This is an optimization exercise on Yosys and OpenROAD, whose aim is a short achievable clock period and few clock cycles, not a production implementation.
In this exercise RTL edits were held to simulation tests only and were not proved equivalent to the original.
Power figures rest on the tool's default switching activity, not on a simulated workload.

==> flow/flow/run.sh <==
#!/bin/bash
# Standard ORFS layout (the standard.sh, standard synthesis), with the setup repair
# steps aiming for a larger slack than the 12 ns clock needs, so that the layout is
# optimised for a short period. The SDC is the standard flow's, unchanged.
set -eo pipefail
export SETUP_SLACK_MARGIN=7.5
export SKIP_LAST_GASP=1
bash standard.sh > make_standard.log 2>&1
==> flow/standard.sh <==
#!/bin/bash
# synth_recipe.tcl (not shown) runs the flow's synth.tcl, then flattens the netlist and writes it again
# the make line also repeats each setting of config.mk as NAME=value (left out here)
make -C /OpenROAD-flow-scripts/flow DESIGN_CONFIG=/design/flow/config.mk WORK_HOME=/design/flow/orfs CLKGATE_MAP_FILE= SYNTH_SCRIPT=/design/flow/synth_recipe.tcl "${@:-finish}"
==> flow/config.mk <==
export PLATFORM = sky130hd
export DESIGN_NAME = processor_verilog
export DESIGN_NICKNAME = processor_verilog
export VERILOG_FILES = /design/flow/design.v
export SDC_FILE = /design/flow/constraint.sdc
export NUM_CORES = 4
export LEC_CHECK = 0
export ABC_CLOCK_PERIOD_IN_PS = 4000
export CAP_MARGIN = 20
export CORE_MARGIN = 2
export CORE_UTILIZATION = 38
export PLACE_DENSITY = 0.6
export SLEW_MARGIN = 20
export TNS_END_PERCENT = 5
==> flow/constraint.sdc <==
create_clock -name core_clock -period 12.0 [get_ports {clk}]
set_input_delay 2.4000 -clock core_clock [delete_from_list [all_inputs] [get_ports {clk}]]
set_output_delay 2.4000 -clock core_clock [all_outputs]
set_load 0.01 [all_outputs]
==> flow/design.v <==
module processor_verilog (
    input  wire        clk,
    input  wire        reset,
    output wire [15:0] rom_addr,
    input  wire [31:0] rom_data,
    output wire        out_valid,
    output wire [15:0] out_data,
    output wire        halted
);
    reg [15:0] regs [0:15];
    reg [15:0] ram  [0:255];
    reg        fo, fn, fc;        
    reg [15:0] zr;                
    wire       fz = (zr == 16'd0);
    reg        halted_r;
    reg        out_valid_r;
    reg [15:0] out_data_r;
    reg [15:0] fa;                
    reg        rflag;             
    reg [15:0] res;
    reg        arr_i;             
    reg [15:0] arr_pc;
    reg [15:0] arr_pc1;           
    reg [15:0] arr_pn;            
    reg [15:0] arr_po;            
    reg        arr_pt;            
    reg        arr_d;             
    reg  [1:0] qc;
    reg [31:0] q0_ir, q1_ir;
    reg [15:0] q0_pc, q1_pc, q0_pn, q1_pn, q0_po, q1_po;
    reg        q0_pt, q1_pt, q0_bi, q1_bi;
    reg        ev;
    reg [31:0] ir;
    reg [15:0] pce, pc1e, pne, poe;
    reg        pte;
    reg        bie;               
    reg  [7:0] rq_dst, ar_dst;
    reg        mwb;               
    reg [16:0] m8 [0:7];          
    reg [15:0] md_oh;             
    reg        ma15, mb15;
    reg        w_v;
    reg [15:0] w_data;
    reg [15:0] w_lo, w_hi;        
    reg        fwd;               
    localparam NB = 4;
    reg [15:0] bt_tag [0:NB-1];
    reg [15:0] bt_tgt [0:NB-1];
    reg [15:0] bt_off [0:NB-1];
    reg        bt_v   [0:NB-1];
    reg  [1:0] bt_ptr;
    reg        bu_v, bu_taken;
    reg [15:0] bu_pc, bu_tgt, bu_off;
    reg  [7:0] raddr;             
    reg        d_alu, d_mul, d_regwe, d_out_r, d_out_m, d_st_imm, d_store, d_ld_reg;
    reg        d_ld_rom, d_rom, d_jmp, d_j7, d_rel, d_halt, d_self;
    reg  [8:0] d_op;              
    reg  [4:0] d_cs;              
    reg [15:0] d_rd_oh;           
    reg [15:0] d_rlo, d_rhi;      
    reg        hz_rq, hz_ar;      
    reg        mdep;              
    wire [3:0]  rd    = ir[19:16];
    wire [15:0] opnd  = ir[15:0];
    wire [15:0] a  = regs[ir[3:0]];
    wire [15:0] b  = regs[ir[11:8]];
    wire [15:0] dv = regs[rd];
    wire [15:0] ram_a = fwd ? w_data : ram[raddr];    
    wire cond  = (d_cs[0]) | (d_cs[1] & fz) | (d_cs[2] & fc) | (d_cs[3] & fn) | (d_cs[4] & fo);
    wire taken = d_jmp && cond;
    wire [15:0] jv = d_j7 ? ram_a : opnd;
    wire [15:0] target = taken ? (d_rel ? pce + jv : jv) : pc1e;
    wire pred_ok = bie | (d_j7 ? (!taken && !pte) :
                          taken ? (pte ? (d_rel ? (poe == opnd) : (pne == opnd)) : d_self) : !pte);
    wire haz      = hz_rq || hz_ar;
    wire stall    = haz || mdep || (d_store && rflag);
    wire fire     = ev && !stall && !halted_r;
    wire redirect = fire && !pred_ok;
    wire halting  = fire && d_halt;
    wire dreq     = fire && d_rom;
    wire [16:0] sum  = {1'b0, a} + {1'b0, b};
    wire [16:0] diff = {1'b0, a} - {1'b0, b};
    wire [16:0] r = ({17{d_op[0]}} & sum) |
                    ({17{d_op[1]}} & diff) |
                    ({17{d_op[2]}} & {1'b0, a & b}) |
                    ({17{d_op[3]}} & {1'b0, a | b}) |
                    ({17{d_op[4]}} & {1'b0, a ^ b}) |
                    ({17{d_op[5]}} & {1'b1, ~a}) |
                    ({17{d_op[6]}} & {a, 1'b0}) |
                    ({17{d_op[7]}} & {2'b00, a[15:1]});
    wire alu_o = (a[15] == b[15]) && (r[15] != a[15]);
    function [33:0] csa;   
        input [16:0] x, y, z;
        csa = {((x & y) | (x & z) | (y & z)) << 1, x ^ y ^ z};
    endfunction
    reg [16:0] l0 [0:15];
    reg [16:0] l1 [0:10];
    reg [16:0] l2 [0:7];
    reg [16:0] l3 [0:5];
    reg [16:0] l4 [0:3];
    reg [16:0] l5 [0:2];
    reg [16:0] l6 [0:1];
    integer j;
    always @* begin
        for (j = 0; j < 16; j = j + 1) l0[j] = b[j] ? ({1'b0, a} << j) : 17'd0;
        for (j = 0; j < 5; j = j + 1) {l1[2*j+1], l1[2*j]} = csa(l0[3*j], l0[3*j+1], l0[3*j+2]);
        l1[10] = l0[15];
        for (j = 0; j < 3; j = j + 1) {l2[2*j+1], l2[2*j]} = csa(l1[3*j], l1[3*j+1], l1[3*j+2]);
        l2[6] = l1[9];
        l2[7] = l1[10];
    end
    always @* begin
        for (j = 0; j < 2; j = j + 1) {l3[2*j+1], l3[2*j]} = csa(m8[3*j], m8[3*j+1], m8[3*j+2]);
        l3[4] = m8[6];
        l3[5] = m8[7];
        for (j = 0; j < 2; j = j + 1) {l4[2*j+1], l4[2*j]} = csa(l3[3*j], l3[3*j+1], l3[3*j+2]);
        {l5[1], l5[0]} = csa(l4[0], l4[1], l4[2]);
        l5[2] = l4[3];
        {l6[1], l6[0]} = csa(l5[0], l5[1], l5[2]);
    end
    wire [16:0] mres = l6[0] + l6[1];
    wire mul_o = (ma15 == mb15) && (mres[15] != ma15);
    wire [31:0] w     = rom_data;
    wire [3:0]  wk    = w[27:24];
    wire        w_jf  = (w[31:28] == 4'hF) && (wk <= 4'd9);
    reg         wcond;
    always @* begin
        case (wk)
            4'd0, 4'd5: wcond = 1'b1;
            4'd1, 4'd6: wcond = fz;
            4'd2, 4'd7: wcond = fc;
            4'd3, 4'd8: wcond = fn;
            4'd4, 4'd9: wcond = fo;
            default:    wcond = 1'b0;
        endcase
    end
    wire        wrel   = (wk >= 4'd5);
    wire [15:0] wnext  = wcond ? (wrel ? arr_pc + w[15:0] : w[15:0]) : arr_pc1;
    wire        wself  = wrel ? (w[15:0] == 16'd1) : (w[15:0] == arr_pc1);
    wire        flags_final = (qc == 2'd0) && (!ev || !d_alu) && !mwb;
    wire        early  = arr_i && w_jf && (flags_final || wk == 4'd0 || wk == 4'd5) &&
                         (arr_pt ? !wcond : (wcond && !wself));
    reg        bhit;
    reg [15:0] btgt, boff;
    integer bi;
    always @* begin
        bhit = 1'b0;
        btgt = 16'd0;
        boff = 16'd0;
        for (bi = 0; bi < NB; bi = bi + 1) begin
            if (bt_v[bi] && bt_tag[bi] == fa) begin
                bhit = 1'b1;
                btgt = bt_tgt[bi];
                boff = bt_off[bi];
            end
        end
    end
    wire [15:0] fa1  = fa + 16'd1;
    wire [15:0] pred = bhit ? btgt : fa1;
    wire can_issue = !rflag && !halted_r && !halting && !redirect && !early &&
                     (qc == 2'd0 || (qc == 2'd1 && !arr_i));
    always @(posedge clk) begin
        if (reset) begin
            fa      <= {15'd0, fa == 16'd0};
            arr_i   <= (fa == 16'd0);
            arr_pc  <= 16'd0;
            arr_pc1 <= 16'd1;
            arr_pn  <= 16'd1;
            arr_po  <= 16'd1;
            arr_pt  <= 1'b0;
            arr_d   <= 1'b0;
            rflag   <= 1'b0;
        end else begin
            arr_i   <= can_issue;
            arr_pc  <= fa;
            arr_pc1 <= fa1;
            arr_pn  <= pred;
            arr_po  <= boff;
            arr_pt  <= bhit;
            arr_d   <= rflag;
            if (halting || halted_r) begin
                fa    <= 16'd0;
                rflag <= 1'b0;
            end else if (redirect) begin
                fa    <= target;
                rflag <= 1'b0;
            end else if (dreq) begin
                fa    <= d_ld_rom ? opnd : ram_a;
                res   <= early ? wnext : rflag ? res : can_issue ? pred : fa;
                rflag <= 1'b1;
            end else if (early) begin
                fa    <= wnext;
                rflag <= 1'b0;
            end else if (rflag) begin
                fa    <= res;
                rflag <= 1'b0;
            end else if (can_issue) begin
                fa    <= pred;
            end
        end
    end
    always @(posedge clk) begin
        if (reset) begin
            bu_v <= 1'b0;
        end else begin
            bu_v     <= (redirect || (fire && bie)) && d_jmp && !d_j7;
            bu_taken <= taken;
            bu_pc    <= pce;
            bu_tgt   <= target;
            bu_off   <= d_rel ? jv : jv - pce;
        end
    end
    reg        bmatch;
    reg  [1:0] bmi;
    always @* begin
        bmatch = 1'b0;
        bmi = bt_ptr;
        for (bi = 0; bi < NB; bi = bi + 1) begin
            if (bt_v[bi] && bt_tag[bi] == bu_pc) begin
                bmatch = 1'b1;
                bmi = bi[1:0];
            end
        end
    end
    always @(posedge clk) begin
        if (reset) begin
            for (bi = 0; bi < NB; bi = bi + 1) bt_v[bi] <= 1'b0;
            bt_ptr <= 2'd0;
        end else if (bu_v) begin
            if (bu_taken) begin
                bt_v[bmi]   <= 1'b1;
                bt_tag[bmi] <= bu_pc;
                bt_tgt[bmi] <= bu_tgt;
                bt_off[bmi] <= bu_off;
                if (!bmatch) bt_ptr <= bt_ptr + 2'd1;
            end else if (bmatch) begin
                bt_v[bmi] <= 1'b0;
            end
        end
    end
    wire take = !ev || fire;
    always @(posedge clk) begin
        if (reset || redirect || halting || halted_r) begin
            ev <= 1'b0;
            qc <= 2'd0;
        end else if (take) begin
            if (qc == 2'd0) begin
                ev  <= arr_i;
                ir  <= rom_data;
                pce <= arr_pc; pc1e <= arr_pc1; pne <= arr_pn; poe <= arr_po; pte <= arr_pt; bie <= early;
            end else begin
                ev  <= 1'b1;
                ir  <= q0_ir;
                pce <= q0_pc; pc1e <= q0_pc + 16'd1; pne <= q0_pn; poe <= q0_po; pte <= q0_pt; bie <= q0_bi;
                if (qc == 2'd1) begin
                    q0_ir <= rom_data;
                    q0_pc <= arr_pc; q0_pn <= arr_pn; q0_po <= arr_po; q0_pt <= arr_pt; q0_bi <= early;
                    qc <= arr_i ? 2'd1 : 2'd0;
                end else begin
                    q0_ir <= q1_ir;
                    q0_pc <= q1_pc; q0_pn <= q1_pn; q0_po <= q1_po; q0_pt <= q1_pt; q0_bi <= q1_bi;
                    q1_ir <= rom_data;
                    q1_pc <= arr_pc; q1_pn <= arr_pn; q1_po <= arr_po; q1_pt <= arr_pt; q1_bi <= early;
                    qc <= arr_i ? 2'd2 : 2'd1;
                end
            end
        end else if (arr_i) begin
            if (qc == 2'd0) begin
                q0_ir <= rom_data;
                q0_pc <= arr_pc; q0_pn <= arr_pn; q0_po <= arr_po; q0_pt <= arr_pt; q0_bi <= early;
            end else begin
                q1_ir <= rom_data;
                q1_pc <= arr_pc; q1_pn <= arr_pn; q1_po <= arr_po; q1_pt <= arr_pt; q1_bi <= early;
            end
            qc <= qc + 2'd1;
        end
    end
    wire [31:0] x    = (qc == 2'd0) ? rom_data : q0_ir;
    wire [15:0] xpc1 = (qc == 2'd0) ? arr_pc1 : q0_pc + 16'd1;
    wire [7:0]  xh   = x[31:24];
    wire [3:0]  xk   = x[27:24];
    wire x_alu    = (xh[7:4] == 4'h1);
    wire x_mul    = x_alu && (xk == 4'h8);
    wire x_out_r  = (xh == 8'h22);
    wire x_out_m  = (xh == 8'h42);
    wire x_st_imm = (xh == 8'h41);
    wire x_st_reg = (xh == 8'h91);
    wire x_ld_reg = (xh == 8'h92);
    wire x_ld_rom = (xh == 8'h31);
    wire x_ld_ind = (xh == 8'h32);
    wire x_jmp    = (xh[7:4] == 4'hF) || (xh[7:4] == 4'h7);
    wire x_rel    = (xk >= 4'd5);
    wire x_uses_ra = x_out_m || x_st_imm || x_st_reg || x_ld_reg || (xh[7:4] == 4'h7);
    wire x_flags  = x_jmp && (xk != 4'd0) && (xk != 4'd5) && (xk <= 4'd9);
    wire [7:0] x_raddr = x_ld_ind ? x[23:16] : x[7:0];
    wire [7:0] e_dst = d_ld_rom ? ir[23:16] : ir[7:0];
    wire x_hz_rq = dreq && ((x_uses_ra && x[7:0] == e_dst) || (x_ld_ind && x[23:16] == e_dst));
    wire x_hz_ar = rflag && ((x_uses_ra && x[7:0] == rq_dst) || (x_ld_ind && x[23:16] == rq_dst));
    wire x_mdep  = fire && d_mul && ((x_alu && (x[3:0] == rd || x[11:8] == rd)) ||
                                     ((x_out_r || x_st_reg) && x[19:16] == rd) || x_flags);
    wire x_fwd   = fire && d_store && (x_raddr == ir[7:0]);
    integer di;
    always @(posedge clk) begin
        if (reset) begin
            hz_rq <= 1'b0;
            hz_ar <= 1'b0;
            mdep  <= 1'b0;
            fwd   <= 1'b0;
        end else if (take) begin
            hz_rq <= x_hz_rq;
            hz_ar <= x_hz_ar;
            mdep  <= x_mdep;
            fwd   <= x_fwd;
        end else begin
            hz_rq <= 1'b0;
            hz_ar <= hz_rq;
            mdep  <= 1'b0;
            fwd   <= 1'b0;
        end
        if (take) begin
            raddr    <= x_raddr;
            d_alu    <= x_alu;
            d_mul    <= x_mul;
            d_regwe  <= (x_alu && !x_mul) || x_ld_reg;
            d_out_r  <= x_out_r;
            d_out_m  <= x_out_m;
            d_st_imm <= x_st_imm;
            d_store  <= x_st_imm || x_st_reg;
            d_ld_reg <= x_ld_reg;
            d_ld_rom <= x_ld_rom;
            d_rom    <= x_ld_rom || x_ld_ind;
            d_jmp    <= x_jmp;
            d_j7     <= (xh[7:4] == 4'h7);
            d_rel    <= x_rel;
            d_halt   <= (x[31:16] == 16'h0000);
            d_self   <= x_rel ? (x[15:0] == 16'd1) : (x[15:0] == xpc1);
            for (di = 0; di < 9; di = di + 1) d_op[di] <= x_alu && (xk == di[3:0]);
            d_cs[0]  <= x_jmp && (xk == 4'd0 || xk == 4'd5);
            d_cs[1]  <= x_jmp && (xk == 4'd1 || xk == 4'd6);
            d_cs[2]  <= x_jmp && (xk == 4'd2 || xk == 4'd7);
            d_cs[3]  <= x_jmp && (xk == 4'd3 || xk == 4'd8);
            d_cs[4]  <= x_jmp && (xk == 4'd4 || xk == 4'd9);
            for (di = 0; di < 16; di = di + 1) begin
                d_rd_oh[di] <= (x[19:16] == di[3:0]);
                d_rlo[di]   <= (x[3:0] == di[3:0]);
                d_rhi[di]   <= (x[7:4] == di[3:0]);
            end
        end
    end
    wire reg_we = ev && d_regwe && !mdep;
    wire [15:0] reg_wd = d_ld_reg ? ram_a : r[15:0];
    integer ri;
    always @(posedge clk) begin
        if (reset) begin
            for (ri = 0; ri < 16; ri = ri + 1) regs[ri] <= 16'd0;
            fo <= 1'b0;
            fn <= 1'b0;
            fc <= 1'b0;
            zr <= 16'd0;
        end else begin
            for (ri = 0; ri < 16; ri = ri + 1) begin
                if (reg_we && d_rd_oh[ri]) regs[ri] <= reg_wd;
                else if (mwb && md_oh[ri]) regs[ri] <= mres[15:0];
            end
            if (ev && d_alu && !d_mul) begin
                fo <= alu_o;
                fn <= r[15];
                fc <= r[16];
                zr <= r[15:0];
            end else if (mwb) begin
                fo <= mul_o;
                fn <= mres[15];
                fc <= mres[16];
                zr <= mres[15:0];
            end
        end
    end
    wire [15:0] ram_wd = d_st_imm ? opnd : dv;
    always @(posedge clk) begin
        if (reset) begin
            w_v <= 1'b0;
        end else begin
            w_v <= fire && d_store;
        end
        if (fire && d_store) begin
            w_data <= ram_wd;
            w_lo   <= d_rlo;
            w_hi   <= d_rhi;
        end
    end
    wire [15:0] ram_wbus = arr_d ? rom_data[15:0] : w_data;
    wire [15:0] ar_lo, ar_hi;
    genvar gi;
    generate
        for (gi = 0; gi < 16; gi = gi + 1) begin : g_dec
            assign ar_lo[gi] = (ar_dst[3:0] == gi);
            assign ar_hi[gi] = (ar_dst[7:4] == gi);
        end
    endgenerate
    wire [15:0] wen_lo = arr_d ? ar_lo : (w_v ? w_lo : 16'd0);
    wire [15:0] wen_hi = arr_d ? ar_hi : w_hi;
    integer wi;
    always @(posedge clk) begin
        for (wi = 0; wi < 256; wi = wi + 1) begin
            if (wen_hi[wi / 16] && wen_lo[wi % 16]) ram[wi] <= ram_wbus;
        end
    end
    always @(posedge clk) begin
        if (dreq) rq_dst <= e_dst;
        ar_dst <= rq_dst;
    end
    always @(posedge clk) begin
        if (reset) begin
            mwb <= 1'b0;
        end else begin
            mwb <= fire && d_mul;
            if (ev && d_mul) begin
                for (j = 0; j < 8; j = j + 1) m8[j] <= l2[j];
                md_oh <= d_rd_oh;
                ma15  <= a[15];
                mb15  <= b[15];
            end
        end
    end
    always @(posedge clk) begin
        if (reset) begin
            out_valid_r <= 1'b0;
            halted_r    <= 1'b0;
        end else begin
            out_valid_r <= fire && (d_out_r || d_out_m);
            out_data_r  <= d_out_r ? dv : ram_a;
            if (halting) halted_r <= 1'b1;
        end
    end
    assign rom_addr  = fa;
    assign out_valid = out_valid_r;
    assign out_data  = out_data_r;
    assign halted    = halted_r;
endmodule
==> results of run 1 <==
==> what timing repair did <==
action                                   CTS
pin swaps                                189
gates cloned                              54
setup buffers                            349
hold buffers                               0
resized for setup                        880
endpoints found under the setup margin  1781
==> worst min-delay path by stage <==
stage          slack [ns]      start  depth (start not counted)       end
2_1_floorplan        0.40   d_rhi[0]                          0   w_hi[0]
3_3_place_gp         0.40   d_rlo[4]                          0   w_lo[4]
3_5_place_dp         0.40   d_rhi[2]                          0   w_hi[2]
4_1_cts              0.42  d_rhi[11]                          0  w_hi[11]
==> per-layer routing <==
| metal | GRT overflow | track usage [%] |
|---|---|---|
| met1 | 0 | 72.7 |
| met2 | 0 | 77.3 |
| met3 | 0 | 61.0 |
| met4 | 2 | 59.0 |
| met5 | 0 | 44.5 |
==> kinds of logic after synthesis <==
kind of cell / after synthesis / synth area share (%)
DFF: 5236 / 69.5
AOI/OAI and AO/OA: 4046 / 13.4
and+or+nand+nor: 3856 / 8.46
buffers and inverters: 1389 / 2.80
muxes: 564 / 2.75
xor gates and xnor gates: 333 / 1.32
adders and majority gates: 249 / 1.76
==> per-stage QoR <==
step	area [µm²]	setup slack, ns	total power [mW]
floorplan	221000	5.82	32.7
global placement	242000	1.42	50.1
detailed placement	243000	1.86	50.1
CTS	271000	4.61	72.1
==> power by group through the flow <==
stage / logic (mW) / registers, mW / clock network (mW)
after floorplan: 10.3 / 22.4 / 0
after global placement: 27.3 / 22.8 / 0
after CTS: 31.2 / 22.4 / 18.5
after detailed placement: 27.3 / 22.8 / 0
==> out/metrics.csv, run 1 <==
stage;metric;value;unit
placed_design;place_inst;23784;
synthesis;yosys.area.top_type_share;66.1;%
die;start_util;38.2;%
placed_design;gp_congestion;1.24;
synthesis;syn_avg_cell_area;14.1;µm²
clock_network;clockBufferDepth;4;
grt;gr-total-overflow;2;
outcome;error_line;[ERROR GRT-0232] Routing congestion too high. Check the congestion heatmap in the GUI.;
clock_network;cts_root_buffer;clkbuf_16;
synthesis;synthTopCellsByArea;edfxtp_1, a22oi_1, dfxtp_1;
synthesis;ys_seq_elements;5236;
die;rows;279;
outcome;status;stopped before the end;
placed_design;post-dp-hpwl;1360000;µm
synthesis;synthCells;15673;
synthesis;synth.most_common_cell;edfxtp_1;
synthesis;synth_area;221000;µm²
placed_design;port_buffers;67;
clock_network;cts_htree_levels;6;
synthesis;syn_nets;15956;
synthesis;synth_common_cells;edfxtp_1, nor2_1, a22oi_1;
outcome;lastStage;global routing (5_1_grt);
synthesis;async_flop_share;0;%
grt;grt_max_degree;210;
synthesis;synth_edf_count;4856;
synthesis;ys_seq_area_share;69.5;%
synthesis;ys_warn_count;11;
die;num_io_pins;68;
die;die_w;766;µm
clock_network;cts.sinks;5236;
synthesis;synth_top_area_cell;edfxtp_1;
grt;grt_usage;68.8;%
clock_network;numCtsBuffers;595;
die;fp.dieH;766;µm
synthesis;synth_cell_types;114;
synthesis;ys.flop_type;edfxtp_1;
Testbench counts, summed over its fixed seeds: cycles 116,226.
==> run 2, diff against run 1 <==
--- a/flow/design.v
+++ b/flow/design.v
@@ -52,5 +52,6 @@
     reg        bu_v, bu_taken;
     reg [15:0] bu_pc, bu_tgt, bu_off;
-    reg  [7:0] raddr;             
+    reg [15:0] ra_lo, ra_hi;      
+    reg [15:0] d_a_oh, d_b_oh;    
     reg        d_alu, d_mul, d_regwe, d_out_r, d_out_m, d_st_imm, d_store, d_ld_reg;
     reg        d_ld_rom, d_rom, d_jmp, d_j7, d_rel, d_halt, d_self;
@@ -63,12 +64,53 @@
     wire [3:0]  rd    = ir[19:16];
     wire [15:0] opnd  = ir[15:0];
-    wire [15:0] a  = regs[ir[3:0]];
-    wire [15:0] b  = regs[ir[11:8]];
-    wire [15:0] dv = regs[rd];
-    wire [15:0] ram_a = fwd ? w_data : ram[raddr];    
+    reg  [15:0] a, b, dv, ram_rd;
+    reg  [15:0] ram_grp [0:15];
+    integer si, sj;
+    always @* begin
+        a  = 16'd0;
+        b  = 16'd0;
+        dv = 16'd0;
+        for (si = 0; si < 16; si = si + 1) begin
+            a  = a  | ({16{d_a_oh[si]}}  & regs[si]);
+            b  = b  | ({16{d_b_oh[si]}}  & regs[si]);
+            dv = dv | ({16{d_rd_oh[si]}} & regs[si]);
+        end
+        ram_rd = 16'd0;
+        for (si = 0; si < 16; si = si + 1) begin
+            ram_grp[si] = 16'd0;
+            for (sj = 0; sj < 16; sj = sj + 1)
+                ram_grp[si] = ram_grp[si] | ({16{ra_lo[sj]}} & ram[16 * si + sj]);
+            ram_rd = ram_rd | ({16{ra_hi[si]}} & ram_grp[si]);
+        end
+    end
+    wire [15:0] ram_a = fwd ? w_data : ram_rd;    
+    function [16:0] ks17;
+        input [16:0] x, y;
+        input        cin;
+        reg   [16:0] g, p, gg, pp;
+        integer i;
+        begin
+            g = x & y;
+            p = x ^ y;
+            gg = g;
+            pp = p;
+            gg[0] = g[0] | (p[0] & cin);
+            for (i = 16; i >= 1; i = i - 1) begin gg[i] = gg[i] | (pp[i] & gg[i-1]); pp[i] = pp[i] & pp[i-1]; end
+            for (i = 16; i >= 2; i = i - 1) begin gg[i] = gg[i] | (pp[i] & gg[i-2]); pp[i] = pp[i] & pp[i-2]; end
+            for (i = 16; i >= 4; i = i - 1) begin gg[i] = gg[i] | (pp[i] & gg[i-4]); pp[i] = pp[i] & pp[i-4]; end
+            for (i = 16; i >= 8; i = i - 1) begin gg[i] = gg[i] | (pp[i] & gg[i-8]); pp[i] = pp[i] & pp[i-8]; end
+            for (i = 16; i >= 16; i = i - 1) begin gg[i] = gg[i] | (pp[i] & gg[i-16]); pp[i] = pp[i] & pp[i-16]; end
+            ks17 = p ^ {gg[15:0], cin};
+        end
+    endfunction
     wire cond  = (d_cs[0]) | (d_cs[1] & fz) | (d_cs[2] & fc) | (d_cs[3] & fn) | (d_cs[4] & fo);
     wire taken = d_jmp && cond;
-    wire [15:0] jv = d_j7 ? ram_a : opnd;
-    wire [15:0] target = taken ? (d_rel ? pce + jv : jv) : pc1e;
+    wire [15:0] jv = opnd;
+    wire [16:0] pce_jv = ks17({1'b0, pce}, {1'b0, jv}, 1'b0);
+    wire [15:0] target = taken ? (d_rel ? pce_jv[15:0] : jv) : pc1e;
+    reg         j7p, j7rel;
+    reg  [15:0] j7pc, vreg;
+    wire [16:0] j7sum = ks17({1'b0, j7pc}, {1'b0, vreg}, 1'b0);
+    wire [15:0] j7tgt = j7rel ? j7sum[15:0] : vreg;
     wire pred_ok = bie | (d_j7 ? (!taken && !pte) :
                           taken ? (pte ? (d_rel ? (poe == opnd) : (pne == opnd)) : d_self) : !pte);
@@ -79,6 +121,7 @@
     wire halting  = fire && d_halt;
     wire dreq     = fire && d_rom;
-    wire [16:0] sum  = {1'b0, a} + {1'b0, b};
-    wire [16:0] diff = {1'b0, a} - {1'b0, b};
+    wire [16:0] sum  = ks17({1'b0, a}, {1'b0, b}, 1'b0);
+    wire [16:0] dsum = ks17({1'b0, a}, {1'b0, ~b}, 1'b1);
+    wire [16:0] diff = {~dsum[16], dsum[15:0]};
     wire [16:0] r = ({17{d_op[0]}} & sum) |
                     ({17{d_op[1]}} & diff) |
@@ -119,5 +162,5 @@
         {l6[1], l6[0]} = csa(l5[0], l5[1], l5[2]);
     end
-    wire [16:0] mres = l6[0] + l6[1];
+    wire [16:0] mres = ks17(l6[0], l6[1], 1'b0);
     wire mul_o = (ma15 == mb15) && (mres[15] != ma15);
     wire [31:0] w     = rom_data;
@@ -158,5 +201,5 @@
     wire [15:0] fa1  = fa + 16'd1;
     wire [15:0] pred = bhit ? btgt : fa1;
-    wire can_issue = !rflag && !halted_r && !halting && !redirect && !early &&
+    wire can_issue = !rflag && !halted_r && !halting && !redirect && !early && !j7p &&
                      (qc == 2'd0 || (qc == 2'd1 && !arr_i));
     always @(posedge clk) begin
@@ -185,4 +228,7 @@
                 fa    <= target;
                 rflag <= 1'b0;
+            end else if (j7p) begin
+                fa    <= j7tgt;
+                rflag <= 1'b0;
             end else if (dreq) begin
                 fa    <= d_ld_rom ? opnd : ram_a;
@@ -246,32 +292,33 @@
         end else if (take) begin
             if (qc == 2'd0) begin
-                ev  <= arr_i;
-                ir  <= rom_data;
-                pce <= arr_pc; pc1e <= arr_pc1; pne <= arr_pn; poe <= arr_po; pte <= arr_pt; bie <= early;
+                ev <= arr_i;
             end else begin
-                ev  <= 1'b1;
-                ir  <= q0_ir;
-                pce <= q0_pc; pc1e <= q0_pc + 16'd1; pne <= q0_pn; poe <= q0_po; pte <= q0_pt; bie <= q0_bi;
-                if (qc == 2'd1) begin
-                    q0_ir <= rom_data;
-                    q0_pc <= arr_pc; q0_pn <= arr_pn; q0_po <= arr_po; q0_pt <= arr_pt; q0_bi <= early;
-                    qc <= arr_i ? 2'd1 : 2'd0;
-                end else begin
-                    q0_ir <= q1_ir;
-                    q0_pc <= q1_pc; q0_pn <= q1_pn; q0_po <= q1_po; q0_pt <= q1_pt; q0_bi <= q1_bi;
-                    q1_ir <= rom_data;
-                    q1_pc <= arr_pc; q1_pn <= arr_pn; q1_po <= arr_po; q1_pt <= arr_pt; q1_bi <= early;
-                    qc <= arr_i ? 2'd2 : 2'd1;
-                end
+                ev <= 1'b1;
+                qc <= (qc == 2'd1) ? {1'b0, arr_i} : (arr_i ? 2'd2 : 2'd1);
             end
         end else if (arr_i) begin
+            qc <= qc + 2'd1;
+        end
+    end
+    always @(posedge clk) begin
+        if (take) begin
             if (qc == 2'd0) begin
-                q0_ir <= rom_data;
-                q0_pc <= arr_pc; q0_pn <= arr_pn; q0_po <= arr_po; q0_pt <= arr_pt; q0_bi <= early;
+                ir  <= rom_data;
+                pce <= arr_pc; pc1e <= arr_pc1; pne <= arr_pn; poe <= arr_po; pte <= arr_pt; bie <= early;
             end else begin
-                q1_ir <= rom_data;
-                q1_pc <= arr_pc; q1_pn <= arr_pn; q1_po <= arr_po; q1_pt <= arr_pt; q1_bi <= early;
+                ir  <= q0_ir;
+                pce <= q0_pc; pc1e <= q0_pc + 16'd1; pne <= q0_pn; poe <= q0_po; pte <= q0_pt; bie <= q0_bi;
             end
-            qc <= qc + 2'd1;
+        end
+        if (take ? (qc == 2'd2) : 1'b0) begin
+            q0_ir <= q1_ir;
+            q0_pc <= q1_pc; q0_pn <= q1_pn; q0_po <= q1_po; q0_pt <= q1_pt; q0_bi <= q1_bi;
+        end else if (take ? (qc == 2'd1) : (qc == 2'd0)) begin
+            q0_ir <= rom_data;
+            q0_pc <= arr_pc; q0_pn <= arr_pn; q0_po <= arr_po; q0_pt <= arr_pt; q0_bi <= early;
+        end
+        if (take ? (qc == 2'd2) : (qc == 2'd1)) begin
+            q1_ir <= rom_data;
+            q1_pc <= arr_pc; q1_pn <= arr_pn; q1_po <= arr_po; q1_pt <= arr_pt; q1_bi <= early;
         end
     end
@@ -319,5 +366,10 @@
         end
         if (take) begin
-            raddr    <= x_raddr;
+            for (di = 0; di < 16; di = di + 1) begin
+                ra_lo[di]  <= (x_raddr[3:0] == di[3:0]);
+                ra_hi[di]  <= (x_raddr[7:4] == di[3:0]);
+                d_a_oh[di] <= (x[3:0] == di[3:0]);
+                d_b_oh[di] <= (x[11:8] == di[3:0]);
+            end
             d_alu    <= x_alu;
             d_mul    <= x_mul;
@@ -406,4 +458,13 @@
         end
     end
+    always @(posedge clk) begin
+        if (reset) j7p <= 1'b0;
+        else       j7p <= fire && d_j7 && taken;
+        if (ev && d_j7) begin
+            vreg  <= ram_a;
+            j7rel <= d_rel;
+            j7pc  <= pce;
+        end
+    end
     always @(posedge clk) begin
         if (dreq) rq_dst <= e_dst;
--- a/flow/config.mk
+++ b/flow/config.mk
@@ -9,6 +9,6 @@
 export CAP_MARGIN = 20
 export CORE_MARGIN = 2
-export CORE_UTILIZATION = 38
-export PLACE_DENSITY = 0.6
+export CORE_UTILIZATION = 30
+export PLACE_DENSITY = 0.5
 export SLEW_MARGIN = 20
 export TNS_END_PERCENT = 5
==> out/metrics.csv, run 2 <==
stage;metric;value;unit
final_layout;fin_util;35.8;%
final_layout;top_register;ram;
synthesis;yosys.area.top_type_share;69.4;%
power_and_ir_drop;p_clk_share;28.1;%
sta;whs;0.414;ns
route;via_per_inst;5.86;
power_and_ir_drop;switching_share;37.8;%
worst_setup_path;crit_path_max_incr_delay;0.81;ns
final_layout;fill_cells;67114;
route;drt-total-wl;877000;µm
clock_network;cts_root_buffer;clkbuf_16;
grt;use_met2;36.4;%
placed_design;place_worst_setup_slack;5.43;ns
clock_network;cts_tree;done;
worst_setup_path;path_class;flip-flop to flip-flop;
worst_setup_path;r2r-start;ra_lo[1];
sta;fin_crit;4.90;ns
die;num_io_pins;68;
final_layout;synthToLayoutAreaGrowth;18.7;%
grt;gr-total-overflow;0;
synthesis;synthCells;13896;
final_layout;stdcell_area;253000;µm²
grt;grt.met3_usage;4.79;%
route;drc;0;
synthesis;synth_edf_count;4929;
grt;grt_pass1_vias;134036;
grt;antenna_found_initial;51;
synthesis;syn_nets;14191;
die;die_w;847;µm
synthesis;ys_warn_count;12;
route;wl_per_cell;35.8;µm
sta;max_slew_margin;15.4;%
synthesis;synth_common_cells;edfxtp_1, a22oi_1, nor2_1;
sta;worst_slack;7.10;ns
final_layout;largest_reg_flops;4096;
sta;final_max_slew_viol_count;0;
route;dr.pass1.iters;12;
synthesis;synth.most_common_cell;edfxtp_1;
clock_network;numCtsBuffers;573;
final_layout;drive_above_1_share;17.4;%
power_and_ir_drop;ir_worst_vdd;0.000239;V
synthesis;synth_cell_types;100;
final_layout;layout_commonest_cell;edfxtp_1;
synthesis;ys.flop_type;edfxtp_1;
die;core_area;708000;µm²
final_layout;final_cell_mix;edfxtp_1, a22oi_1, nor2_1, buf_4, a22o_1;
route;detail-route-antenna-nets;0;
synthesis;synth_area;213000;µm²
hold_path;min_path_type;flip-flop to flip-flop;
grt;grt_usage;23.3;%
power_and_ir_drop;switchingPower;23.3;mW
power_and_ir_drop;power.internal;38.4;mW
route;vias;143517;
power_and_ir_drop;power_frac_seq;37.8;%
power_and_ir_drop;powerDensity;243;nW/µm²
worst_setup_path;r2r-end;regs[15][15];
sta;rsz0062_at_grt;true;
worst_setup_path;path_buf_inv;4;
power_and_ir_drop;power_frac_comb;34.1;%
placed_design;post-dp-hpwl;495000;µm
worst_setup_path;path_max_fanout;44;
synthesis;ys_seq_area_share;73.0;%
synthesis;synthTopCellsByArea;edfxtp_1, a22oi_1, dfxtp_1;
grt;grtUsageMet1;31.2;%
worst_setup_path;cp_top_family;compound AO/OA/AOI/OAI gates;
worst_setup_path;cp.required;12.92;ns
worst_setup_path;path_cells;buf_4, buf_12, buf_4, a221oi_1, nand3_1, o21ai_4, nand4_1, o41a_1, buf_12, nor2_2, a41o_2, mux2_2, nor2_1;
sta;final-setup-viol-count;0;
worst_setup_path;cp_slowest_cell;nand4_1;
grt;grt_max_degree;179;
clock_network;clockBufferDepth;4;
clock_network;clock_latency;1.15;ns
clock_network;cts.clk_slew.worst_paths;0.06;ns
placed_design;postPlaceCellArea;228000;µm²
route;drtIter0Drc;22723;
synthesis;syn_avg_cell_area;15.4;µm²
hold_path;hold_end;w_hi[5];
power_and_ir_drop;power.leakage;82.1;nW
hold_path;min_path_cells;0;
clock_network;cts_htree_levels;6;
die;die-area;718000;µm²
die;fp.dieH;847;µm
flow_run;maxCapViolations;0;
sta;hold_viol_final;0;
die;rows;309;
placed_design;port_buffers;67;
outcome;status;timing/DRC/antenna clean;
synthesis;ys_seq_elements;5310;
sta;fin_skew;0.128;ns
final_layout;finalNetCount;14846;
sta;fin_tns_setup;0;ns
worst_setup_path;regToRegSetupSlack;7.10;ns
clock_network;cts.sinks;5310;
die;start_util;30.1;%
final_layout;reg_top3;ram x4096, regs x256, m8 x71;
synthesis;async_flop_share;0;%
sta;max_freq;204;MHz
grt;grt_pass1_wl;1170000;µm
worst_setup_path;rr_worst_depth;13;
worst_setup_path;critPathArrivalTime;5.82;ns
sta;fin_crit_sh;40.8;%
grt;grt.busiest_layer;met2;
placed_design;gp_congestion;0.956;
clock_network;ctsHoldBuffers;0;
worst_setup_path;start_kind;flip-flop;
hold_path;min_from;d_rhi[5];
worst_setup_path;cp-end-kind;flip-flop;
sta;worst_slew_pin_slew;1.27;ns
synthesis;synth_top_area_cell;edfxtp_1;
run 2: cells by family after synthesis:
kind of cell / Yosys count / synth area share (%)
adder cells (fa/ha/maj): 262 / 1.90
flip-flops: 5310 / 73.0
buffers and inverters: 1268 / 2.72
AND/OR/NAND/NOR: 2658 / 5.76
XOR/XNOR: 330 / 1.35
multiplexers: 329 / 1.70
AO/OA/AOI/OAI: 3739 / 13.6
run 2: repair_timing:
action                                   CTS  global route
endpoints found under the setup margin  1134           977
setup buffers                            186            27
gates resized for setup                  495           171
gates cloned                              71             6
hold endpoints to repair                   0             0
pin swaps                                 98            77
run 2: worst reg2reg max path, stage by stage (launching register included):
cell      delay [ns]
edfxtp_1        0.42
buf_4           0.17
buf_12          0.16
buf_4           0.61
a221oi_1        0.41
nand3_1         0.19
o21ai_4         0.43
nand4_1         0.83
o41a_1          0.67
buf_12          0.18
nor2_2          0.21
a41o_2          0.26
mux2_2          0.19
nor2_1          0.03
run 2: worst max-delay path by stage:
stage	from	endpoint	slack [ns]	cells past startpoint
5_1_grt	d_b_oh[7]	regs[2][14]	7.18	20
6_report	ra_lo[1]	regs[15][15]	7.10	13
3_5_place_dp	rom_data[26]	fa[14]	5.43	12
2_1_floorplan	rflag	q0_bi	6.11	6
4_1_cts	out_data_r[11]	out_data[11]	7.25	1
3_3_place_gp	ra_lo[10]	regs[6][2]	5.09	11
run 2: layout make-up:
type | count | area (µm²) | area share (%)
Antenna cell | 16 | 40.0 | 0.0158
Clock buffer | 735 | 15400 | 6.07
Clock inverter | 299 | 2590 | 1.02
Inverter | 284 | 1100 | 0.436
Multi-Input combinational cell | 7325 | 54900 | 21.7
Sequential cell | 5310 | 156000 | 61.5
Tap cell | 9485 | 11900 | 4.69
Timing Repair Buffer | 1057 | 11800 | 4.66
run 2: per-stage QoR:
stage / cells / power [mW]
global route: 24496 / 62.9
CTS: 24462 / 60.9
finish: 24511 / 61.7
floorplan: 13896 / 32.6
detailed placement: 23171 / 41.0
global placement: 23163 / 41.0
run 2: power groups by stage:
stage / Combinational [mW] / Clock [mW] / Sequential (mW)
final: 21.0 / 17.3 / 23.3
after detailed placement: 17.4 / 0 / 23.7
after global routing: 21.4 / 18.2 / 23.4
after floorplan: 9.38 / 0 / 23.2
after CTS: 20.2 / 17.5 / 23.3
after global placement: 17.3 / 0 / 23.7
run 2: layer usage:
| metal | vias to the layer above | part of all wire [%] |
|---|---|---|
| met5 | - | 0.030 |
| met4 | 16 | 5.9 |
| met3 | 1921 | 10 |
| met2 | 9039 | 45 |
| met1 | 75171 | 39 |
| li1 | 57370 | - |
Testbench counts of run 2, summed over its fixed seeds: cycles 117,221.
==> run 3, diff against run 2 <==
--- a/flow/design.v
+++ b/flow/design.v
@@ -110,13 +110,14 @@
     wire [15:0] target = taken ? (d_rel ? pce_jv[15:0] : jv) : pc1e;
     reg         j7p, j7rel;
-    reg  [15:0] j7pc, vreg;
+    reg  [15:0] j7pc, j7pn, vreg;
     wire [16:0] j7sum = ks17({1'b0, j7pc}, {1'b0, vreg}, 1'b0);
     wire [15:0] j7tgt = j7rel ? j7sum[15:0] : vreg;
-    wire pred_ok = bie | (d_j7 ? (!taken && !pte) :
+    wire pred_ok = bie | (d_j7 ? (taken || !pte) :
                           taken ? (pte ? (d_rel ? (poe == opnd) : (pne == opnd)) : d_self) : !pte);
     wire haz      = hz_rq || hz_ar;
-    wire stall    = haz || mdep || (d_store && rflag);
+    wire stall    = haz || mdep || (d_store && rflag) || j7p;
     wire fire     = ev && !stall && !halted_r;
     wire redirect = fire && !pred_ok;
+    wire j7redir  = j7p && (j7tgt != j7pn);
     wire halting  = fire && d_halt;
     wire dreq     = fire && d_rom;
@@ -201,5 +202,5 @@
     wire [15:0] fa1  = fa + 16'd1;
     wire [15:0] pred = bhit ? btgt : fa1;
-    wire can_issue = !rflag && !halted_r && !halting && !redirect && !early && !j7p &&
+    wire can_issue = !rflag && !halted_r && !halting && !redirect && !early && !j7redir &&
                      (qc == 2'd0 || (qc == 2'd1 && !arr_i));
     always @(posedge clk) begin
@@ -228,5 +229,5 @@
                 fa    <= target;
                 rflag <= 1'b0;
-            end else if (j7p) begin
+            end else if (j7redir) begin
                 fa    <= j7tgt;
                 rflag <= 1'b0;
@@ -287,5 +288,5 @@
     wire take = !ev || fire;
     always @(posedge clk) begin
-        if (reset || redirect || halting || halted_r) begin
+        if (reset || redirect || j7redir || halting || halted_r) begin
             ev <= 1'b0;
             qc <= 2'd0;
@@ -400,6 +401,6 @@
         end
     end
-    wire reg_we = ev && d_regwe && !mdep;
-    wire [15:0] reg_wd = d_ld_reg ? ram_a : r[15:0];
+    wire reg_we = ev && d_regwe && !mdep && !j7p;    
+    wire [15:0] reg_wd = ({16{d_ld_reg}} & ram_a) | r[15:0];    
     integer ri;
     always @(posedge clk) begin
@@ -415,5 +416,5 @@
                 else if (mwb && md_oh[ri]) regs[ri] <= mres[15:0];
             end
-            if (ev && d_alu && !d_mul) begin
+            if (ev && d_alu && !d_mul && !j7p) begin
                 fo <= alu_o;
                 fn <= r[15];
@@ -465,4 +466,5 @@
             j7rel <= d_rel;
             j7pc  <= pce;
+            j7pn  <= pne;
         end
     end
==> flow/flow/run.sh (replaced) <==
#!/bin/bash
# Standard ORFS layout (the standard.sh, standard synthesis), with the setup repair
# steps aiming for a larger slack than the 12 ns clock needs, so that the layout is
# optimised for a short period, and with plain buffers on the ports. The SDC is
# the standard flow's, unchanged.
set -eo pipefail
export SETUP_SLACK_MARGIN=8.0
export SKIP_LAST_GASP=1
export BUFFER_PORTS_ARGS="-buffer_cell sky130_fd_sc_hd__buf_4"
bash standard.sh > make_standard.log 2>&1
--- a/flow/config.mk
+++ b/flow/config.mk
@@ -6,5 +6,5 @@
 export NUM_CORES = 4
 export LEC_CHECK = 0
-export ABC_CLOCK_PERIOD_IN_PS = 4000
+export ABC_CLOCK_PERIOD_IN_PS = 2500
 export CAP_MARGIN = 20
 export CORE_MARGIN = 2
==> out/metrics.csv, run 3 <==
stage;metric;value;unit
clock_network;cts_root_buffer;clkbuf_16;
clock_network;cts.clk_slew.worst_paths;0.06;ns
synthesis;synth.most_common_cell;edfxtp_1;
grt;grt_pass1_vias;133654;
clock_network;numCtsBuffers;554;
synthesis;synth_top_area_cell;edfxtp_1;
final_layout;largest_reg_flops;4096;
route;drt-total-wl;881000;µm
clock_network;ctsHoldBuffers;0;
placed_design;gp_congestion;0.917;
sta;worst_slack;7.01;ns
route;dr.pass1.iters;14;
die;start_util;30.1;%
grt;grt_pass1_wl;1170000;µm
worst_setup_path;cp.required;12.89;ns
sta;fin_skew;0.113;ns
grt;antenna_found_initial;66;
synthesis;ys.flop_type;edfxtp_1;
final_layout;fin_util;35.7;%
final_layout;top_register;ram;
grt;gr-total-overflow;0;
sta;hold_viol_final;0;
placed_design;place_worst_setup_slack;5.68;ns
sta;fin_crit;4.99;ns
synthesis;synth_cell_types;93;
die;fp.dieH;846;µm
route;detail-route-antenna-nets;0;
placed_design;postPlaceCellArea;228000;µm²
synthesis;syn_nets;14021;
die;rows;309;
worst_setup_path;cp-end-kind;flip-flop;
synthesis;synthCells;13726;
final_layout;fill_cells;66832;
die;die_w;846;µm
synthesis;ys_warn_count;12;
worst_setup_path;path_max_fanout;35;
final_layout;synthToLayoutAreaGrowth;18.9;%
route;wl_per_cell;36.5;µm
flow_run;maxCapViolations;0;
sta;fin_tns_setup;0;ns
final_layout;drive_above_1_share;17.5;%
worst_setup_path;path_class;flip-flop to flip-flop;
power_and_ir_drop;power.leakage;82.2;nW
grt;grt_max_degree;201;
sta;max_freq;201;MHz
worst_setup_path;start_kind;flip-flop;
power_and_ir_drop;powerDensity;244;nW/µm²
outcome;status;timing/DRC/antenna clean;
sta;max_slew_margin;13.2;%
clock_network;clockBufferDepth;4;
sta;final_max_slew_viol_count;0;
final_layout;final_cell_mix;edfxtp_1, a22oi_1, a22o_1, a221oi_1, buf_4;
final_layout;stdcell_area;253000;µm²
sta;rsz0062_at_grt;true;
clock_network;cts.sinks;5326;
synthesis;yosys.area.top_type_share;69.8;%
synthesis;synth_common_cells;edfxtp_1, a22oi_1, nor2_1;
hold_path;min_path_type;flip-flop to flip-flop;
synthesis;async_flop_share;0;%
final_layout;reg_top3;ram x4096, regs x256, m8 x71;
route;drtIter0Drc;24001;
synthesis;synth_area;213000;µm²
power_and_ir_drop;ir_worst_vdd;0.000223;V
placed_design;post-dp-hpwl;489000;µm
synthesis;synth_edf_count;4945;
die;num_io_pins;68;
synthesis;ys_seq_elements;5326;
die;die-area;716000;µm²
final_layout;finalNetCount;14628;
worst_setup_path;critPathArrivalTime;5.88;ns
worst_setup_path;regToRegSetupSlack;7.01;ns
sta;worst_slew_pin_slew;1.30;ns
sta;final-setup-viol-count;0;
synthesis;syn_avg_cell_area;15.5;µm²
die;core_area;707000;µm²
route;drc;0;
synthesis;ys_seq_area_share;73.4;%
power_and_ir_drop;p_total;61.7;mW
clock_network;clock_latency;1.14;ns
route;vias;143659;
route;via_per_inst;5.96;
grt;grt_usage;23.3;%
final_layout;layout_commonest_cell;edfxtp_1;
synthesis;synthTopCellsByArea;edfxtp_1, dfxtp_1, a221oi_1;
clock_network;cts_tree;done;
clock_network;cts_htree_levels;6;
placed_design;port_buffers;67;
sta;fin_crit_sh;41.5;%
==> run 3: cell families after synthesis <==
kind of cell    Yosys count  synth area share (%)
mux                     270                  1.37
compound gates         3916                  14.3
xor+xnor                357                  1.48
buf+inv                1260                  2.24
flops                  5326                  73.4
simple gates           2336                  5.29
fa+ha+maj               261                  1.90
==> run 3: critical path: stages (launching register included) <==
cell and delay (ns):
edfxtp_1 0.49, buf_4 0.20, buf_12 0.19, buf_16 0.23, a22o_1 0.27, a221oi_2 0.30, nand4_1 1.00, a221oi_2 0.62
buf_4 0.18, nand4_1 0.12, o31a_4 0.49, a21oi_4 0.33, buf_6 0.22, a211oi_1 0.09
==> run 3: path summary, 6_finish.rpt <==
path / start / cells past startpoint / endpoint
setup / recovery: ra_lo[0] / 13 / regs[9][12]
hold / removal: d_rhi[2] / 0 / w_hi[2]
setup reg to reg: ra_lo[0] / 13 / regs[9][12]
hold reg to reg: d_rhi[2] / 0 / w_hi[2]
==> run 3: repair_timing <==
item                       in CTS  in global routing
pin swaps                     141                 33
setup buffers                 152                 56
setup endpoints to repair     827                996
gates cloned                   70                 16
resized for setup             537                 95
hold endpoints to repair        0                  0
==> run 3: layout make-up <==
cell class	instances	area [µm²]	share of cell area [%]
Clock buffer	716	14900	5.90
Antenna cell	27	67.6	0.0267
Tap cell	9330	11700	4.62
Clock inverter	272	2370	0.936
Sequential cell	5326	156000	61.8
Inverter	273	1040	0.413
Timing Repair Buffer	1037	11500	4.55
Multi-Input combinational cell	7141	55100	21.8
==> run 3: stage by stage <==
step | hold WS, ns | instances
finish | 0.414 | 24122
global route | 0.417 | 24101
CTS | 0.412 | 24017
detailed placement | 0.405 | 22807
global placement | 0.404 | 22797
floorplan | 0.400 | 13726
==> run 3: routing by layer <==
metal  track usage, %  share of wire (%)  vias up  wire, µm
met4             8.49                4.5       16     39900
met2             34.9                 43     9483    381000
met3             6.23                 12     1729    106000
met5                0              0.011        -        99
li1                 -                  -    57060         -
met1             32.5                 40    75371    354000
==> run 3: power breakdown <==
group	internal [mW]	switching, mW
clock	9.33	7.57
sequential	22.3	1.03
combinational	6.47	14.9
Testbench counts of run 3, summed over its fixed seeds: cycles 116,218.
==> run 4, diff against run 3 <==
--- a/flow/config.mk
+++ b/flow/config.mk
@@ -9,6 +9,6 @@
 export CAP_MARGIN = 20
 export CORE_MARGIN = 2
-export CORE_UTILIZATION = 30
-export PLACE_DENSITY = 0.5
+export CORE_UTILIZATION = 36
+export PLACE_DENSITY = 0.7
 export SLEW_MARGIN = 20
 export TNS_END_PERCENT = 5
==> out/metrics.csv, run 4 <==
stage;metric;value;unit
hold_path;hold_end;w_hi[7];
synthesis;async_flop_share;0;%
hold_path;min_from;d_rhi[7];
power_and_ir_drop;powerDensity;239;nW/µm²
flow_run;maxCapViolations;0;
final_layout;reg_top3;ram x4096, regs x256, m8 x71;
final_layout;layout_commonest_cell;edfxtp_1;
synthesis;synthCells;13726;
sta;final_max_slew_viol_count;0;
worst_setup_path;cp-end-kind;flip-flop;
sta;fin_crit;4.82;ns
synthesis;synth_cell_types;93;
final_layout;synthToLayoutAreaGrowth;16.8;%
synthesis;synth_common_cells;edfxtp_1, a22oi_1, nor2_1;
die;fp.dieH;773;µm
sta;max_slew_margin;14.8;%
route;drt-total-wl;788000;µm
synthesis;synth_top_area_cell;edfxtp_1;
grt;gr-total-overflow;0;
clock_network;clockBufferDepth;4;
hold_path;min_path_cells;0;
clock_network;cts_htree_levels;6;
final_layout;top_register;ram;
synthesis;synth_edf_count;4945;
grt;grt_pass1_wl;1040000;µm
hold_path;min_path_type;flip-flop to flip-flop;
synthesis;ys.flop_type;edfxtp_1;
synthesis;syn_avg_cell_area;15.5;µm²
outcome;status;timing/DRC/antenna clean;
grt;grt_usage;24.3;%
worst_setup_path;cp.required;12.89;ns
synthesis;ys_seq_area_share;73.4;%
worst_setup_path;start_kind;flip-flop;
power_and_ir_drop;p_total;59.5;mW
final_layout;largest_reg_flops;4096;
power_and_ir_drop;power.leakage;80.7;nW
grt;antenna_found_initial;31;
die;die-area;597000;µm²
placed_design;port_buffers;67;
clock_network;cts_tree;done;
synthesis;ys_warn_count;12;
sta;max_freq;208;MHz
clock_network;cts_root_buffer;clkbuf_16;
sta;worst_slew_pin_slew;1.28;ns
sta;fin_crit_sh;40.1;%
synthesis;synthTopCellsByArea;edfxtp_1, dfxtp_1, a221oi_1;
placed_design;gp_congestion;0.979;
final_layout;drive_above_1_share;17.3;%
worst_setup_path;regToRegSetupSlack;7.18;ns
die;core_area;589000;µm²
die;start_util;36.1;%
worst_setup_path;critPathArrivalTime;5.70;ns
clock_network;clock_latency;1.12;ns
worst_setup_path;r2r-start;ra_lo[9];
synthesis;synth.most_common_cell;edfxtp_1;
clock_network;cts.clk_slew.worst_paths;0.06;ns
sta;fin_tns_setup;0;ns
power_and_ir_drop;ir_worst_vdd;0.000198;V
worst_setup_path;rr_worst_depth;13;
route;via_per_inst;6.47;
worst_setup_path;r2r-end;fa[13];
route;detail-route-antenna-nets;0;
grt;grt_pass1_vias;134270;
sta;final-setup-viol-count;0;
route;vias;145443;
clock_network;ctsHoldBuffers;0;
worst_setup_path;path_max_fanout;18;
route;dr.pass1.iters;10;
die;rows;282;
worst_setup_path;crit_start;ra_lo[9];
placed_design;post-dp-hpwl;437000;µm
grt;grt_max_degree;178;
final_layout;finalNetCount;14522;
worst_setup_path;path_class;flip-flop to flip-flop;
route;wl_per_cell;35.1;µm
die;die_w;773;µm
sta;fin_skew;0.108;ns
sta;hold_viol_final;0;
route;drc;0;
sta;rsz0062_at_grt;true;
route;drtIter0Drc;29169;
clock_network;cts.sinks;5326;
synthesis;yosys.area.top_type_share;69.8;%
clock_network;numCtsBuffers;518;
synthesis;synth_area;213000;µm²
synthesis;ys_seq_elements;5326;
die;num_io_pins;68;
final_layout;final_cell_mix;edfxtp_1, a22oi_1, a22o_1, a221oi_1, buf_4;
synthesis;syn_nets;14021;
==> run 4: cell counts after synthesis <==
No cell type changed its count.
==> run 4: cell type report <==
cell class / instances / area (µm²)
multi-input combinational: 7142 / 55500
clock inverter: 258 / 2230
inverter: 273 / 1060
clock buffer: 657 / 13800
tap: 7810 / 9770
sequential: 5326 / 156000
fill: 51303 / 341000
antenna: 31 / 77.6
timing repair buffer: 966 / 9880
==> run 4: worst max-delay path by stage <==
stage                   end  depth (start not counted)  slack, ns
3_5_place_dp         res[6]                         14       5.59
4_1_cts              res[0]                         14       7.34
2_1_floorplan         q0_bi                          7       6.68
5_1_grt              res[0]                         15       7.20
6_report             fa[13]                         13       7.18
3_3_place_gp   regs[15][14]                         18       5.49
==> run 4: where the power goes <==
part | switching [mW] | internal [mW] | total [mW] | leakage (nW)
combinational | 14.1 | 6.10 | 20.2 | 24.7
sequential | 1.07 | 22.3 | 23.4 | 48.2
clock | 7.21 | 8.66 | 15.9 | 7.82
==> run 4: logic make-up (layout without fill, tap and decap cells) <==
logic type	Yosys count	after routing	share of synthesized area, %
flops	5326	5326	73.4
compound gates	3916	3916	14.3
simple gates	2336	2338	5.29
buf+inv	1260	2154	2.24
xor+xnor	357	357	1.48
mux	270	270	1.37
fa+ha+maj	261	261	1.90
other cells	0	31	0
==> run 4: repair_timing <==
item / CTS / global route
gates resized for setup: 314 / 398
pin swaps: 110 / 155
endpoints found under the setup margin: 1228 / 1266
buffers inserted: 78 / 138
gates cloned: 14 / 53
==> run 4: metrics by stage <==
step | setup WS (ns) | utilization, % | area [µm²] | hold slack [ns] | std cells
4_1_cts | 7.34 | 41.5 | 244000 | 0.384 | 22238
6_report | 7.18 | 42.2 | 248000 | 0.377 | 22463
3_3_place_gp | 5.49 | 38.3 | 226000 | 0.405 | 21220
3_5_place_dp | 5.59 | 38.3 | 226000 | 0.405 | 21231
2_1_floorplan | 6.68 | - | 213000 | 0.400 | 13726
5_1_grt | 7.20 | 42.2 | 248000 | 0.384 | 22435
==> run 4: metal layers <==
metal  track usage (%)  part of all wire [%]  vias up
li1                  -                     -    56740
met1              31.9                    34    72702
met2              35.2                    42    13564
met3              9.05                    17     2401
met4              12.2                   6.5       36
met5             0.201                  0.11        -
==> run 4: worst max-delay path, cell delays in order (launching register included) <==
cell       delay (ns)
edfxtp_1         0.51
clkbuf_16        0.28
buf_4            0.29
a22o_1           0.23
a221oi_1         0.21
nand4_1          0.47
a22oi_2          0.74
nand4_1          0.47
nor3_4           0.68
a21oi_4          0.20
mux2i_2          0.24
a221oi_1         0.12
o21ai_0          0.13
a31oi_1          0.06
==> run 5, diff against run 4 <==
--- a/flow/design.v
+++ b/flow/design.v
@@ -116,5 +116,5 @@
                           taken ? (pte ? (d_rel ? (poe == opnd) : (pne == opnd)) : d_self) : !pte);
     wire haz      = hz_rq || hz_ar;
-    wire stall    = haz || mdep || (d_store && rflag) || j7p;
+    wire stall    = haz || mdep || (d_store && rflag) || j7p || (mwb && d_regwe);
     wire fire     = ev && !stall && !halted_r;
     wire redirect = fire && !pred_ok;
@@ -125,12 +125,13 @@
     wire [16:0] dsum = ks17({1'b0, a}, {1'b0, ~b}, 1'b1);
     wire [16:0] diff = {~dsum[16], dsum[15:0]};
-    wire [16:0] r = ({17{d_op[0]}} & sum) |
-                    ({17{d_op[1]}} & diff) |
-                    ({17{d_op[2]}} & {1'b0, a & b}) |
-                    ({17{d_op[3]}} & {1'b0, a | b}) |
-                    ({17{d_op[4]}} & {1'b0, a ^ b}) |
-                    ({17{d_op[5]}} & {1'b1, ~a}) |
-                    ({17{d_op[6]}} & {a, 1'b0}) |
-                    ({17{d_op[7]}} & {2'b00, a[15:1]});
+    wire [7:0]  opg = d_op[7:0] & {8{!mwb}};
+    wire [16:0] r = ({17{opg[0]}} & sum) |
+                    ({17{opg[1]}} & diff) |
+                    ({17{opg[2]}} & {1'b0, a & b}) |
+                    ({17{opg[3]}} & {1'b0, a | b}) |
+                    ({17{opg[4]}} & {1'b0, a ^ b}) |
+                    ({17{opg[5]}} & {1'b1, ~a}) |
+                    ({17{opg[6]}} & {a, 1'b0}) |
+                    ({17{opg[7]}} & {2'b00, a[15:1]});
     wire alu_o = (a[15] == b[15]) && (r[15] != a[15]);
     function [33:0] csa;   
@@ -401,6 +402,7 @@
         end
     end
-    wire reg_we = ev && d_regwe && !mdep && !j7p;    
-    wire [15:0] reg_wd = ({16{d_ld_reg}} & ram_a) | r[15:0];    
+    wire reg_we = ev && d_regwe && !mdep && !j7p && !mwb;    
+    wire [16:0] rall   = r | ({17{mwb}} & mres);
+    wire [15:0] reg_wd = ({16{d_ld_reg && !mwb}} & ram_a) | rall[15:0];
     integer ri;
     always @(posedge clk) begin
@@ -413,17 +415,11 @@
         end else begin
             for (ri = 0; ri < 16; ri = ri + 1) begin
-                if (reg_we && d_rd_oh[ri]) regs[ri] <= reg_wd;
-                else if (mwb && md_oh[ri]) regs[ri] <= mres[15:0];
+                if ((reg_we && d_rd_oh[ri]) || (mwb && md_oh[ri])) regs[ri] <= reg_wd;
             end
-            if (ev && d_alu && !d_mul && !j7p) begin
-                fo <= alu_o;
-                fn <= r[15];
-                fc <= r[16];
-                zr <= r[15:0];
-            end else if (mwb) begin
-                fo <= mul_o;
-                fn <= mres[15];
-                fc <= mres[16];
-                zr <= mres[15:0];
+            if (mwb || (ev && d_alu && !d_mul && !j7p)) begin
+                fo <= mwb ? mul_o : alu_o;
+                fn <= rall[15];
+                fc <= rall[16];
+                zr <= rall[15:0];
             end
         end
--- a/flow/config.mk
+++ b/flow/config.mk
@@ -6,9 +6,9 @@
 export NUM_CORES = 4
 export LEC_CHECK = 0
-export ABC_CLOCK_PERIOD_IN_PS = 2500
+export ABC_CLOCK_PERIOD_IN_PS = 4000
 export CAP_MARGIN = 20
 export CORE_MARGIN = 2
-export CORE_UTILIZATION = 36
-export PLACE_DENSITY = 0.7
+export CORE_UTILIZATION = 30
+export PLACE_DENSITY = 0.5
 export SLEW_MARGIN = 20
 export TNS_END_PERCENT = 5
==> out/metrics.csv, run 5 <==
stage;metric;value;unit
grt;antenna_found_initial;58;
sta;fin_tns_setup;0;ns
synthesis;synthCells;13454;
worst_setup_path;cp-end-kind;flip-flop;
synthesis;syn_avg_cell_area;15.6;µm²
synthesis;synth_common_cells;edfxtp_1, nor2_1, a22oi_1;
worst_setup_path;start_kind;flip-flop;
final_layout;fin_util;36.2;%
final_layout;drive_above_1_share;18.7;%
final_layout;finalNetCount;14559;
clock_network;cts.clk_slew.worst_paths;0.06;ns
hold_path;min_path_type;flip-flop to flip-flop;
synthesis;ys_seq_area_share;74.2;%
die;core_area;699000;µm²
synthesis;synth_top_area_cell;edfxtp_1;
synthesis;synth_edf_count;4945;
sta;fin_skew;0.116;ns
synthesis;ys.flop_type;edfxtp_1;
final_layout;synthToLayoutAreaGrowth;20.4;%
sta;max_freq;199;MHz
synthesis;synth_cell_types;87;
clock_network;cts_tree;done;
placed_design;place_inst;22588;
sta;hold_viol_final;0;
placed_design;postPlaceCellArea;227000;µm²
sta;worst_slew_pin_slew;1.31;ns
final_layout;instances_no_fill;24022;
worst_setup_path;path_class;flip-flop to flip-flop;
final_layout;largest_reg_flops;4096;
synthesis;yosys.area.top_type_share;70.5;%
synthesis;synth_area;210000;µm²
grt;grt_usage;23.2;%
clock_network;cts_htree_levels;6;
route;via_per_inst;5.86;
die;fp.dieH;842;µm
sta;fin_crit;5.04;ns
sta;worst_slack;6.96;ns
worst_setup_path;path_max_fanout;12;
route;vias;140768;
synthesis;ys_seq_elements;5326;
sta;rsz0062_at_grt;true;
worst_setup_path;path_cells;buf_12, buf_8, buf_16, a221oi_2, nand4_1, a22oi_1, nand4_1, nor4_4, buf_4, a21oi_4, buf_12, a221oi_4, buf_6, a211oi_1;
route;drt-total-wl;868000;µm
clock_network;numCtsBuffers;577;
grt;gr-total-overflow;0;
power_and_ir_drop;power.leakage;82.1;nW
synthesis;async_flop_share;0;%
synthesis;synth.most_common_cell;edfxtp_1;
sta;whs;0.418;ns
grt;grt_max_degree;193;
placed_design;place_worst_setup_slack;5.35;ns
clock_network;cts.sinks;5326;
placed_design;port_buffers;67;
power_and_ir_drop;powerDensity;247;nW/µm²
worst_setup_path;cp_top_family;simple AND/OR/NAND/NOR gates;
sta;fin_crit_sh;42.0;%
synthesis;syn_nets;13749;
final_layout;final_cell_mix;edfxtp_1, a22o_1, a22oi_1, buf_4, a221oi_1;
final_layout;fill_cells;66017;
clock_network;clockBufferDepth;4;
power_and_ir_drop;p_total;62.5;mW
die;num_io_pins;68;
power_and_ir_drop;ir_worst_vdd;0.000211;V
route;dr.pass1.iters;10;
route;drtIter0Drc;21796;
die;die-area;708000;µm²
synthesis;synthTopCellsByArea;edfxtp_1, dfxtp_1, a221oi_1;
final_layout;reg_top3;ram x4096, regs x256, m8 x71;
sta;final_max_slew_viol_count;0;
route;wl_per_cell;36.2;µm
die;rows;307;
grt;grt_pass1_wl;1150000;µm
clock_network;cts_root_buffer;clkbuf_16;
die;die_w;842;µm
synthesis;ys_warn_count;12;
route;detail-route-antenna-nets;0;
clock_network;clock_latency;1.14;ns
placed_design;post-dp-hpwl;481000;µm
worst_setup_path;cp_slowest_cell;nor4_4;
worst_setup_path;critPathArrivalTime;5.99;ns
sta;final-setup-viol-count;0;
worst_setup_path;cp.required;12.95;ns
flow_run;maxCapViolations;0;
final_layout;top_register;ram;
placed_design;gp_congestion;0.945;
route;drc;0;
final_layout;layout_commonest_cell;edfxtp_1;
die;start_util;30.1;%
grt;grt_pass1_vias;131586;
sta;max_slew_margin;11.8;%
worst_setup_path;path_buf_inv;6;
final_layout;stdcell_area;253000;µm²
outcome;status;timing/DRC/antenna clean;
worst_setup_path;crit_path_max_incr_delay;0.68;ns
## run 5: final cells by class
| class | count | area, µm² | share of cell area [%] |
|---|---|---|---|
| Timing Repair Buffer | 1130 | 12800 | 5.04 |
| Clock buffer | 725 | 15300 | 6.03 |
| Clock inverter | 311 | 3000 | 1.19 |
| Inverter | 285 | 1100 | 0.434 |
| Sequential cell | 5326 | 156000 | 61.6 |
| Tap cell | 9270 | 11600 | 4.58 |
| Timing Repair inverter | 1 | 5.00 | 0.00198 |
| Antenna cell | 31 | 77.6 | 0.0306 |
| Multi-Input combinational cell | 6943 | 53400 | 21.1 |
## run 5: path summary, 6_finish.rpt
kind         startpoint          end  slack [ns]  depth (start not counted)
min reg2reg   d_rhi[11]     w_hi[11]        0.42                          0
max            ra_lo[9]  regs[8][11]        6.96                         14
min           d_rhi[11]     w_hi[11]        0.42                          0
max reg2reg    ra_lo[9]  regs[8][11]        6.96                         14
## run 5: cell families after synthesis
| family | synth area share (%) |
|---|---|
| AOI/OAI and AO/OA | 13.8 |
| DFF | 74.2 |
| muxes | 1.42 |
| xor gates and xnor gates | 1.36 |
| and+or+nand+nor | 5.19 |
| adders and majority gates | 1.92 |
| buffers and inverters | 2.13 |
## run 5: what timing repair did
item / CTS / global route
setup endpoints to repair: 2113 / 2522
gates resized for setup: 477 / 266
cloned: 70 / 25
buffers inserted: 177 / 94
hold buffers: 0 / 0
pin swaps: 111 / 108
## run 5: per-layer routing
layer / track usage, % / vias up / routed length [µm]
met1: 31.8 / 73940 / 349000
met5: 0.0610 / - / 176
met3: 5.05 / 1715 / 89900
li1: - / 56196 / -
met4: 10.4 / 19 / 46600
met2: 35.3 / 8898 / 383000
## run 5: report_power, final
part	leakage [nW]	switching (mW)	internal (mW)	total, mW
clock network	8.89	7.75	9.74	17.5
registers	48.1	0.939	22.2	23.1
logic	25.1	15.0	6.87	21.9
## run 5: worst register-to-register path: cells and delay by family, from the launching register on
kind / cells / cell delay, ns
simple gates: 3 / 1.93
compound gates: 5 / 1.23
flops: 1 / 0.52
buf+inv: 6 / 1.19
Testbench counts of run 5, summed over its fixed seeds: cycles 116,821.

==> static timing again, ports no longer ideal <==
The flow's constraints put no driver on any port. The routed layouts listed below were extracted and timed again, unchanged, in two steps. Step 1: set_driving_cell puts a clkbuf_16 on clk and a buf_2 on each other input, an assumption about the parent block. Step 2 moves the port delays by t, midway between the first and last clock arrival at a register: inputs arrive t later, outputs are due t later. That takes back most of the time a late clock gives input paths. Three values: ideal, step 1, step 2; two values: the first two.
run | shift t [ns] | slack for setup (ns) | worst hold slack (ns) | latest minus earliest clock arrival (ns)
run 2 | 1.219 | 7.100 / 7.100 / 6.141 | 0.414 / 0.414 / 0.414 | 0.144 / 0.144
run 3 | 1.188 | 7.014 / 7.014 / 6.134 | 0.414 / 0.414 / 0.414 | 0.125 / 0.124
run 4 | 1.155 | 7.183 / 7.183 / 6.229 | 0.377 / 0.377 / 0.377 | 0.113 / 0.113
run 5 | 1.238 | 6.963 / 6.963 / 6.036 | 0.418 / 0.418 / 0.418 | 0.125 / 0.125
After both steps setup and hold are still met in every run listed. The setup slack of run 2, which loses most, moves by 0.000 ns with the drivers and by -0.959 ns with both steps.
